From an optimization exercise on the open Yosys and OpenROAD flow, aimed at small area and a short achievable clock period; shortcuts taken in it are not production practice.
Only simulation tests tie the RTL to the original design; equivalence was not proved.
Power is estimated from default activity; no workload was simulated.

Setup of v4:
// matrix_multiplier
module matrix_multiplier #(
  parameter int DATA_WIDTH = 8,
  parameter int A_ROWS = 2,
  parameter int B_COLUMNS = 2,
  parameter int A_COLUMNS_B_ROWS = 2,
  parameter int C_DATA_WIDTH = (2 * DATA_WIDTH) + $clog2(A_COLUMNS_B_ROWS)
) (
  input                           clk_i,
  input                           reset_i,
  input                           valid_i,
  output logic                    valid_o,
  input        [A_ROWS * A_COLUMNS_B_ROWS * DATA_WIDTH-1:0]   a_i,
  input        [A_COLUMNS_B_ROWS * B_COLUMNS * DATA_WIDTH-1:0] b_i,
  output logic [A_ROWS * B_COLUMNS * C_DATA_WIDTH-1:0]         c_o
);
  logic [31:0] a_q, b_q;
  wire pp0_1, pp0_2, pp0_3, pp0_4, pp0_5, pp0_6, pp0_7, pp0_8, pp0_9, pp0_10, pp0_11, pp0_12, pp0_13, pp0_14, pp0_15, pp0_16;
  wire pp0_17, pp0_18, pp0_19, pp0_20, pp0_21, pp0_22, pp0_23, pp0_24, pp0_25, pp0_26, pp0_27, pp0_28, pp0_29, pp0_30, pp0_31, pp0_32;
  ...
Settings: LEC_CHECK=0, ABC_CLOCK_PERIOD_IN_PS=2400, CAP_MARGIN=20, CORE_MARGIN=2, CORE_UTILIZATION=40, SETUP_SLACK_MARGIN=4.4, SLEW_MARGIN=20, SYNTH_HIERARCHICAL=1; clock period 6.8 ns.
standard.sh (not shown) runs the stock make flow with config.mk's settings and CLKGATE_MAP_FILE= SYNTH_SCRIPT=/design/flow/synth_recipe.tcl, a recipe that flattens the netlist after the stock synthesis.
==> flow/flow/run.sh <==
#!/bin/bash
# Own flow: the standard layout (standard.sh), with the ports buffered by
# plain buf_1 cells instead of the delay-buffer cell buffer_ports picks itself
# (every input and output port still gets its own buffer), and a clock tree
# built without dummy loads, with clusters of up to 14 registers, each driven by a clkbuf_8.
set -euo pipefail
export BUFFER_PORTS_ARGS="-buffer_cell sky130_fd_sc_hd__buf_1"
export CTS_ARGS="-sink_clustering_enable -repair_clock_nets -dont_use_dummy_load -sink_clustering_buffer sky130_fd_sc_hd__clkbuf_8 -sink_clustering_size 14 -sink_clustering_max_diameter 80"
bash standard.sh > standard.log 2>&1
Modified inputs, v40 compared to v4
==> flow/flow/run.sh <==
#!/bin/bash
# Own flow: the standard layout (standard.sh), with the ports buffered by
# plain buf_1 cells instead of the delay-buffer cell buffer_ports picks itself
# (every input and output port still gets its own buffer), and a clock tree
# built without dummy loads (same clustering as the standard flow).
set -euo pipefail
export BUFFER_PORTS_ARGS="-buffer_cell sky130_fd_sc_hd__buf_1"
export CTS_ARGS="-sink_clustering_enable -repair_clock_nets -dont_use_dummy_load"
bash standard.sh > standard.log 2>&1
--- outcome ---
Diff v40 and v4: shortest period the worst path allows higher in v40. Diff v4 -> v40 | met3 wire length | down slightly. Max share of total power in combinational logic across v40 and v4: v4. End-of-flow core utilization in v40 is 1.3 points above v4. Relative to v4, power drawn by the combinational cells has gone up in v40. Area: v40 vs v4 -> v40 larger. v40 vs v4 on clock insertion delay at the later pin of the skew report: v40 is the higher one. From v4 to v40 the numbers moved as follows: share of the clock period used by the worst path after layout ~0 delta, maximum ir drop on the vdd rail picked up an extra about 17%, final wirelength barely changed, wire length of the first global-routing pass +0.71%.
[inputs] v28 vs v40
- CORE_UTILIZATION: 40 -> 50
- PLACE_DENSITY: unset -> 0.65
==> flow/flow/run.sh <==
#!/bin/bash
# Own flow: the standard layout (standard.sh), with the ports buffered by
# plain buf_1 cells instead of the delay-buffer cell buffer_ports picks itself
# (every input and output port still gets its own buffer), and a clock tree
# built without dummy loads, with clusters of up to 14 registers, each driven by a clkbuf_8.
set -euo pipefail
export BUFFER_PORTS_ARGS="-buffer_cell sky130_fd_sc_hd__buf_1"
export CTS_ARGS="-sink_clustering_enable -repair_clock_nets -dont_use_dummy_load -sink_clustering_buffer sky130_fd_sc_hd__clkbuf_8 -sink_clustering_size 14 -sink_clustering_max_diameter 80"
bash standard.sh > standard.log 2>&1
[summary]
v28 vs v40, relative area change from synthesis to final layout went down by 4.5 points.
[compare] base=v40 new=v28: worst-case clock buffer depth roughly the same, non-clock buffer count lower.
The higher sequential share of layout area of v40 and v28 is in v28.
Looking only at global-route wire length before repair, and setting everything else aside, the lower value of v40 and v28 goes to v28.
On number of setup buffers added after CTS, v40 and v28 are basically level.
Going from v40 to v28, the ratio of final minimum period to clock period was found to have gone down by 0.35 points.
On first-iteration DRC count: between v40 and v28, it ends up higher for v40.

========
Another version of the RTL of matrix_multiplier (not shown whole).
Size in the first run: about 1900 cells after synthesis, roughly 440 flip-flops, ~140 I/O pins, roughly 0.022 mm² of cells after synthesis.
clock: 6.8 ns
lec_check: 0
cap_margin: 20
core_margin: 2
core_utilization: 40
slew_margin: 20
synth_hierarchical: 1
run.sh (not shown) runs the stock make flow with config.mk's settings and CLKGATE_MAP_FILE= SYNTH_SCRIPT=/design/flow/synth_recipe.tcl, a recipe that flattens the netlist after the stock synthesis.
Stock flow here: none of the scripts above is used.
Change:
==> flow/flow/run.sh (new file) <==
#!/bin/bash
# Own flow: the standard layout (standard.sh), with the ports buffered by
# plain buf_1 cells instead of the delay-buffer cell buffer_ports picks itself.
# Every input and output port still gets its own buffer.
set -euo pipefail
export BUFFER_PORTS_ARGS="-buffer_cell sky130_fd_sc_hd__buf_1"
bash standard.sh > standard.log 2>&1
==> flow/standard.sh (new file) <==
#!/bin/bash
# synth_recipe.tcl (not shown) runs the flow's synth.tcl, then flattens the netlist and writes it again
# the make line also repeats each setting of config.mk as NAME=value (left out here)
make -C /OpenROAD-flow-scripts/flow DESIGN_CONFIG=/design/flow/config.mk WORK_HOME=/design/flow/orfs CLKGATE_MAP_FILE= SYNTH_SCRIPT=/design/flow/synth_recipe.tcl "${@:-finish}"
- ABC_CLOCK_PERIOD_IN_PS: default -> 2600
- SETUP_SLACK_MARGIN: default -> 4.2
removed: flow/run.sh
Final area is lower by 2.6%; routed wire length is lower by 1.2%; utilization is lower by 1.2 points; clock power is higher by about 5%; via count is higher by 0.72%.
Change:
- ABC_CLOCK_PERIOD_IN_PS: 2600 -> 2400
- SETUP_SLACK_MARGIN: 4.2 -> 4.4
What happened: Sequential power barely changes. Combinational power went up by about 3%. Synthesized area does not change.
Change:
- ABC_AREA: default -> 1
=> The changed run went through all stages and came out clean; final area came out higher by 4.9%; worst setup slack loses 0.0073 ns; global-route usage stays flat; non-clock buffer count came out higher by 6; utilization is about the same.
Change:
- ABC_AREA: 1 -> default
- ABC_CLOCK_PERIOD_IN_PS: 2400 -> 2500
- CTS_CLUSTER_DIAMETER: default -> 80
- CTS_CLUSTER_SIZE: default -> 28
- SETUP_SLACK_MARGIN: 4.4 -> 4.3
Outcome: Power goes down by 10%; clock-buffer cell count goes down by 31; worst setup slack degrades by 0.071 ns; maximum frequency goes down by 2.9%.
Change:
- ABC_CLOCK_PERIOD_IN_PS: 2500 -> 2400
- CTS_BUF_LIST: default -> sky130_fd_sc_hd__clkbuf_4 sky130_fd_sc_hd__clkbuf_8 sky130_fd_sc_hd__clkbuf_16
- CTS_CLUSTER_DIAMETER: 80 -> default
- CTS_CLUSTER_SIZE: 28 -> default
- SETUP_SLACK_MARGIN: 4.3 -> 4.4
- global-route usage goes up by 0.34 points
- area after synthesis stays the same
- synthesized cell count does not change
- total power increases by 9.2%
- routed wire length rises by about 0.9%

========
matrix_multiplier again, from the RTL that the note above started with.
==> flow/design.v (excerpt) <==
module matrix_multiplier #(
  parameter int DATA_WIDTH = 8,
  parameter int A_ROWS = 2,
  parameter int B_COLUMNS = 2,
  parameter int A_COLUMNS_B_ROWS = 2,
  parameter int C_DATA_WIDTH = (2 * DATA_WIDTH) + $clog2(A_COLUMNS_B_ROWS)
) (
  input                           clk_i,
  input                           reset_i,
  input                           valid_i,
  output logic                    valid_o,
  input        [A_ROWS * A_COLUMNS_B_ROWS * DATA_WIDTH-1:0]   a_i,
  input        [A_COLUMNS_B_ROWS * B_COLUMNS * DATA_WIDTH-1:0] b_i,
  output logic [A_ROWS * B_COLUMNS * C_DATA_WIDTH-1:0]         c_o
);
export LEC_CHECK = 0
export ABC_CLOCK_PERIOD_IN_PS = 2350
export CAP_MARGIN = 20
export CORE_MARGIN = 2
export CORE_UTILIZATION = 40
export CTS_CLUSTER_DIAMETER = 80
export CTS_CLUSTER_SIZE = 28
export SETUP_SLACK_MARGIN = 4.45
export SLEW_MARGIN = 20
export SYNTH_HIERARCHICAL = 1
create_clock -name core_clock -period 6.8 [get_ports {clk_i}]
standard.sh (not shown) runs the stock make flow with config.mk's settings and CLKGATE_MAP_FILE= SYNTH_SCRIPT=/design/flow/synth_recipe.tcl, a recipe that flattens the netlist after the stock synthesis.
==> flow/flow/run.sh <==
#!/bin/bash
# Own flow: the standard layout (standard.sh), with the ports buffered by
# plain buf_1 cells instead of the delay-buffer cell buffer_ports picks itself.
# Every input and output port still gets its own buffer.
set -euo pipefail
export BUFFER_PORTS_ARGS="-buffer_cell sky130_fd_sc_hd__buf_1"
bash standard.sh > standard.log 2>&1
Then changed:
==> flow/flow/run.sh (replaced) <==
#!/bin/bash
# Own flow: the standard layout (standard.sh), with the ports buffered by
# plain buf_1 cells instead of the delay-buffer cell buffer_ports picks itself
# (every input and output port still gets its own buffer), and a clock tree
# built without dummy loads.
set -euo pipefail
export BUFFER_PORTS_ARGS="-buffer_cell sky130_fd_sc_hd__buf_1"
export CTS_ARGS="-sink_clustering_enable -repair_clock_nets -sink_clustering_size 28 -sink_clustering_max_diameter 80 -dont_use_dummy_load"
bash standard.sh > standard.log 2>&1
The changed run finished with timing, DRC and antenna clean.
Worst hold slack improves by 0.0052 ns.
Via count goes up slightly.
Total power goes down by a few percent.
Cell area goes down slightly.
Setup slack improves by 0.020 ns.
Die area is unchanged.
Area after synthesis does not change.
Sequential share of layout area goes up by 0.37 points.
Then changed:
==> flow/flow/run.sh (replaced) <==
#!/bin/bash
# Own flow: the standard layout (standard.sh), with the ports buffered by
# plain buf_1 cells instead of the delay-buffer cell buffer_ports picks itself.
# Every input and output port still gets its own buffer.
set -euo pipefail
export BUFFER_PORTS_ARGS="-buffer_cell sky130_fd_sc_hd__buf_1"
bash standard.sh > standard.log 2>&1
ABC_CLOCK_PERIOD_IN_PS = 2400   (was 2350)
CORE_UTILIZATION = 60   (was 40)
CTS_CLUSTER_DIAMETER = default   (was 80)
CTS_CLUSTER_SIZE = default   (was 28)
SETUP_SLACK_MARGIN = 4.4   (was 4.45)
What happened:
- The changed run went through all stages and came out clean
- fmax rose by 3.3%
- global-route usage rose by 8.1 points
- total power rose by 11%
- die area fell by 33%
- clock-buffer cell count rose by 33
- combinational power fell by 5.4%
- clock power rose by 85%
- routed wire length fell by 13%
- design area fell by 3.0%
- area after synthesis is unchanged
- critical path depth stays the same
Then changed:
CORE_UTILIZATION = 40   (was 60)
CTS_BUF_LIST = sky130_fd_sc_hd__clkbuf_8   (was default)
What happened:
- area after synthesis stays the same
- total power falls by about 2.2%
- routed wire length rises by about 5.5%
- design area climbs by about 1.3%
- final cell count goes up by about 12%
- clock skew came out higher by 0.012 ns
Then changed:
==> flow/run.sh (new file) <==
#!/bin/bash
# synth_recipe.tcl (not shown) runs the flow's synth.tcl, then flattens the netlist and writes it again
# the make line also repeats each setting of config.mk as NAME=value (left out here)
make -C /OpenROAD-flow-scripts/flow DESIGN_CONFIG=/design/flow/config.mk WORK_HOME=/design/flow/orfs CLKGATE_MAP_FILE= SYNTH_SCRIPT=/design/flow/synth_recipe.tcl finish
ABC_CLOCK_PERIOD_IN_PS = 2600   (was 2400)
CTS_BUF_LIST = default   (was sky130_fd_sc_hd__clkbuf_8)
SETUP_SLACK_MARGIN = 4.2   (was 4.4)
removed: flow/flow/run.sh
removed: flow/standard.sh
Result: Synthesized cell count stays the same. Core utilization went up by 0.42 points. Design area went up by 0.90%. Die area does not change. First-iteration DRC count went down by 4.4%. Combinational power stays flat. Final cell count went down by 1.9%.
Then changed:
==> flow/flow/run.sh (new file) <==
#!/bin/bash
# Own flow: the standard layout (standard.sh), with the ports buffered by
# plain buf_1 cells instead of the delay-buffer cell buffer_ports picks itself.
# Every input and output port still gets its own buffer.
set -euo pipefail
export BUFFER_PORTS_ARGS="-buffer_cell sky130_fd_sc_hd__buf_1"
bash standard.sh > standard.log 2>&1
==> flow/standard.sh (new file) <==
#!/bin/bash
# synth_recipe.tcl (not shown) runs the flow's synth.tcl, then flattens the netlist and writes it again
# the make line also repeats each setting of config.mk as NAME=value (left out here)
make -C /OpenROAD-flow-scripts/flow DESIGN_CONFIG=/design/flow/config.mk WORK_HOME=/design/flow/orfs CLKGATE_MAP_FILE= SYNTH_SCRIPT=/design/flow/synth_recipe.tcl "${@:-finish}"
ABC_CLOCK_PERIOD_IN_PS = 2400   (was 2600)
CORE_UTILIZATION = 70   (was 40)
PLACE_DENSITY = 0.8   (was default)
SETUP_SLACK_MARGIN = 4.4   (was 4.2)
removed: flow/run.sh
=> The changed run passed the timing, DRC and antenna checks; cell area fell by a few percent; sequential share of layout area rose by 1.9 points; utilization rose by 32 points; clock skew rose by 0.0055 ns; setup slack is better by 0.12 ns; count of clock-buffer cells in the layout fell by 12; hold slack is better by 0.0045 ns; final cell count fell by roughly a tenth.

## what the ideal ports hide
How much do the figures lean on ideal ports? The routed layouts below were timed once more, with nothing changed but the port constraints.
Step 1 (the two cells are an assumption about what drives the block):
set clk [get_ports {clk_i}]
set_driving_cell -lib_cell sky130_fd_sc_hd__clkbuf_16 $clk
set_driving_cell -lib_cell sky130_fd_sc_hd__buf_2 [delete_from_list [all_inputs] $clk]
Step 2 times the ports against the registers' clock, not the clock port: input delays grow and output delays shrink by t, the midpoint of the rising clock arrivals with the driver on.
Three values: no drivers, after step 1, after step 2; two values: the first two.
run | t, ns | setup slack, ns | worst setup path at the end | clock arrival spread, ns | cell pins on the clock port's net
v4 | 0.577 | 4.435 / 4.398 / 4.435 | register to register | 0.046 / 0.045 | 1
v40 | 0.609 | 4.429 / 4.380 / 4.445 | register to register | 0.047 / 0.047 | 1
v28 | 0.574 | 4.453 / 4.400 / 4.473 | register to register | 0.037 / 0.037 | 1
the first run of note 2 | 0.634 | 3.983 / 3.925 / 3.985 | register to register | 0.025 / 0.024 | 1
the second run of note 2 | 0.643 | 4.308 / 4.308 / 4.308 | register to register | 0.027 / 0.026 | 1
the third run of note 2 | 0.637 | 4.418 / 4.361 / 4.440 | register to register | 0.033 / 0.033 | 1
the fourth run of note 2 | 0.645 | 4.411 / 4.353 / 4.449 | register to register | 0.030 / 0.029 | 1
the fifth run of note 2 | 0.665 | 4.340 / 4.300 / 4.340 | register to register | 0.026 / 0.027 | 1
the sixth run of note 2 | 0.637 | 4.418 / 4.361 / 4.443 | register to register | 0.032 / 0.031 | 1
the first run of note 3 | 0.655 | 4.327 / 4.270 / 4.435 | register to register | 0.038 / 0.038 | 1
the second run of note 3 | 0.644 | 4.347 / 4.288 / 4.424 | register to register | 0.069 / 0.068 | 1
the third run of note 3 | 0.623 | 4.424 / 4.370 / 4.448 | register to register | 0.019 / 0.019 | 1
the fourth run of note 3 | 0.683 | 4.355 / 4.305 / 4.473 | register to register | 0.031 / 0.031 | 1
the fifth run of note 3 | 0.634 | 4.261 / 4.203 / 4.302 | register to register | 0.026 / 0.026 | 1
the sixth run of note 3 | 0.618 | 4.379 / 4.329 / 4.382 | register to register | 0.030 / 0.030 | 1
After both steps setup and hold are still met in every run listed.
